Background: an optimization exercise with open tools, aiming at small area, a short achievable clock period and few clock cycles. Do not read the settings as production practice.
Only simulation tests tie the RTL to the original design; equivalence was not proved.
Power is estimated from default activity; no workload was simulated.

Design div, start of the top module:
module div (
    input wire clk,
    input wire rst_n,
    input wire [32-1:0] dividend_i,
    input wire [32-1:0] divisor_i,
    input wire                       start_i,
    input wire                       ctrl_ready_i,
    input wire [                3:0] op_i,
    output wire [32-1:0] result_o,
    output reg                        busy_o,
    output reg                        valid_o
);
export LEC_CHECK = 0
export ABC_AREA = 1
export CAP_MARGIN = 20
export CORE_MARGIN = 2
export CORE_UTILIZATION = 55
export PLACE_DENSITY = 0.7
export SETUP_SLACK_MARGIN = 4.5
export SLEW_MARGIN = 20
create_clock -name core_clock -period 8.0 [get_ports {clk}]
run.sh (not shown) runs the stock make flow with config.mk's settings and CLKGATE_MAP_FILE= SYNTH_SCRIPT=/design/flow/synth_recipe.tcl, a recipe that flattens the netlist after the stock synthesis.
The starting point finished clean.
Testbench counts at the start, summed over its fixed seeds: cycles 63,313.
Rerun with:
Settings changed: CORE_UTILIZATION 55 to 40, PLACE_DENSITY 0.7 to 0.65.
Effect: Via count is lower by a few percent; clock skew is lower by 0.0040 ns; power is higher slightly; synthesized area does not change; worst setup slack is worse by 0.048 ns; design area is higher slightly; wire length is higher by a few percent.

job 2503:
div, a different RTL version from the one above (not shown whole).
For scale: roughly 2100 cells after synthesis, about 120 flip-flops, ~0.013 mm^2 of cells after synthesis.
// div
module div (
    input wire clk,
    input wire rst_n,
    input wire [32-1:0] dividend_i,
    input wire [32-1:0] divisor_i,
    input wire                       start_i,
    input wire                       ctrl_ready_i,
    input wire [                3:0] op_i,
    output wire [32-1:0] result_o,
    output reg                        busy_o,
    output reg                        valid_o
);
    localparam [1:0] S_IDLE = 2'd0, S_PREP = 2'd1, S_ITER = 2'd2, S_FIN = 2'd3;
    reg  [1:0] state;
    reg [31:0] r;       
    reg [31:0] x;       
    reg [31:0] q;       
    reg  [4:0] cnt;
    reg  [4:0] pa, pb;  
    reg        sa, sb;  
    reg        is_rem;   
    function automatic [4:0] msb32(input [31:0] v);
        reg [7:0] nz;
        reg [1:0] p [0:7];
        reg [2:0] g;
        integer i;
        begin
            for (i = 0; i < 8; i = i + 1) begin
                nz[i]   = |v[4*i+:4];
                p[i][1] = v[4*i+3] | v[4*i+2];
                p[i][0] = v[4*i+3] | (~v[4*i+2] & v[4*i+1]);
            end
            g[2] = |nz[7:4];
            g[1] = g[2] ? (nz[7] | nz[6]) : (nz[3] | nz[2]);
            g[0] = g[2] ? (nz[7] | (~nz[6] & nz[5])) : (nz[3] | (~nz[2] & nz[1]));
            msb32 = {g, p[g]};
        end
    endfunction
    wire        sgn_i = op_i[0] | op_i[2];
    wire        sa_i  = sgn_i & dividend_i[31];
    wire        sb_i  = sgn_i & divisor_i[31];
    wire [31:0] a_m   = dividend_i ^ {32{sa_i}};    
    wire [31:0] b_m   = divisor_i ^ {32{sb_i}};     
    wire        cin = ~sb | (sa & (state == S_PREP));
    wire [32:0] sum;
    wire        cout = sum[32];
    add32 u_add (.a(r), .b(x), .ci(cin), .s(sum));
    wire        prep = (state == S_PREP);
  ...
==> flow/config.mk <==
export PLATFORM = sky130hd
export DESIGN_NAME = div
export DESIGN_NICKNAME = div
export VERILOG_FILES = /design/flow/design.v
export SDC_FILE = /design/flow/constraint.sdc
export NUM_CORES = 4
export LEC_CHECK = 0
export ABC_AREA = 1
export CAP_MARGIN = 20
export CORE_MARGIN = 2
export CORE_UTILIZATION = 50
export CTS_BUF_LIST = sky130_fd_sc_hd__clkbuf_4 sky130_fd_sc_hd__clkbuf_8
export PLACE_DENSITY = 0.65
export SETUP_SLACK_MARGIN = 4.5
export SLEW_MARGIN = 20
==> flow/constraint.sdc <==
create_clock -name core_clock -period 8.0 [get_ports {clk}]
set_input_delay 1.6000 -clock core_clock [delete_from_list [all_inputs] [get_ports {clk}]]
set_output_delay 1.6000 -clock core_clock [all_outputs]
set_load 0.01 [all_outputs]
standard.sh (not shown) runs the stock make flow with config.mk's settings and CLKGATE_MAP_FILE= SYNTH_SCRIPT=/design/flow/synth_recipe.tcl, a recipe that flattens the netlist after the stock synthesis.
==> flow/flow/run.sh <==
#!/bin/bash
# The standard layout (the standard.sh, standard synthesis included),
# with the port buffers that ORFS inserts before global placement made
# from sky130_fd_sc_hd__buf_1 instead of the library's pick.
set -euo pipefail
export BUFFER_PORTS_ARGS="-buffer_cell sky130_fd_sc_hd__buf_1"
bash standard.sh > standard.log 2>&1
The flow did not stop early for job 2503: all stages ran, and the layout cleared the timing, design-rule and antenna checks.
Testbench counts of job 2503, summed over its fixed seeds: cycles 63,181.
diff inputs: job 2503 => job 6077
==> flow/flow/run.sh <==
#!/bin/bash
# The standard layout (the standard.sh, standard synthesis included),
# with the port buffers that ORFS inserts before global placement made
# from sky130_fd_sc_hd__buf_2 instead of the library's pick.
set -euo pipefail
export BUFFER_PORTS_ARGS="-buffer_cell sky130_fd_sc_hd__buf_2"
bash standard.sh > standard.log 2>&1
diff --git a/flow/config.mk b/flow/config.mk
--- a/flow/config.mk
+++ b/flow/config.mk
@@ -11,3 +11,2 @@
 export CORE_UTILIZATION = 50
-export CTS_BUF_LIST = sky130_fd_sc_hd__clkbuf_4 sky130_fd_sc_hd__clkbuf_8
 export PLACE_DENSITY = 0.65
==> run summary <==
- Power density over cell area (job 6077 vs. job 2503) increases slightly
- | via count | job 2503 vs job 6077 | ≈ equal |
- Maximum level of the CTS H-tree: job 2503 vs job 6077 identical
- Run comparison: job 2503 timing endpoint of the critical path x[30]; job 6077 timing endpoint of the critical path x[18]
- Of job 6077 and job 2503, job 2503 shows the lower design area, with job 6077 above it.
What job 9113 does differently from job 6077 at the input level:
==> flow/run.sh (new file) <==
#!/bin/bash
# synth_recipe.tcl (not shown) runs the flow's synth.tcl, then flattens the netlist and writes it again
# the make line also repeats each setting of config.mk as NAME=value (left out here)
make -C /OpenROAD-flow-scripts/flow DESIGN_CONFIG=/design/flow/config.mk WORK_HOME=/design/flow/orfs CLKGATE_MAP_FILE= SYNTH_SCRIPT=/design/flow/synth_recipe.tcl finish
removed: flow/flow/run.sh
removed: flow/standard.sh
Notes after the runs:
Against job 6077, number of DRC violations after detailed-routing iteration 0 in job 9113 came out better.
Re first-pass GRT wire length: job 6077 and job 9113 aren't equal, and the higher value belongs to job 9113.
On length in cells of the worst reg-to-reg path: between job 6077 and job 9113, it ends up higher for job 6077.
Job 6077 → job 9113: layout overhead on the synthesized area rose by 4.8 points, number of placed instances with taps included stayed essentially flat.

what the ideal ports hide:
How much do the figures lean on ideal ports? The routed layouts below were timed once more, with nothing changed but the port constraints.
Step 1 assumes that a clkbuf_16 drives the clock port and a buf_2 every other input.
Step 2 moves the port delays by t, midway between the first and last clock arrival at a register: inputs arrive t later, outputs are due t later. That takes back most of the time a late clock gives input paths.
Slacks: no drivers / after step 1 / after step 2; pairs: no drivers / after step 1.
| run | t, ns | setup slack, ns | slew at the worst register clock pin (ns) |
|---|---|---|---|
| the first run of note 1 | 0.480 | 4.570 / 4.596 / 4.116 | 0.07 / 0.07 |
| the second run of note 1 | 0.484 | 4.522 / 4.522 / 4.190 | 0.07 / 0.07 |
| job 2503 | 0.514 | 4.621 / 4.650 / 4.136 | 0.10 / 0.10 |
| job 6077 | 0.485 | 4.610 / 4.631 / 4.155 | 0.07 / 0.07 |
| job 9113 | 0.480 | 4.549 / 4.580 / 4.100 | 0.07 / 0.07 |
After both steps every run listed still meets setup and hold. The setup slack of job 2503, which loses most, moves by +0.029 ns with the drivers and by -0.485 ns with both steps.
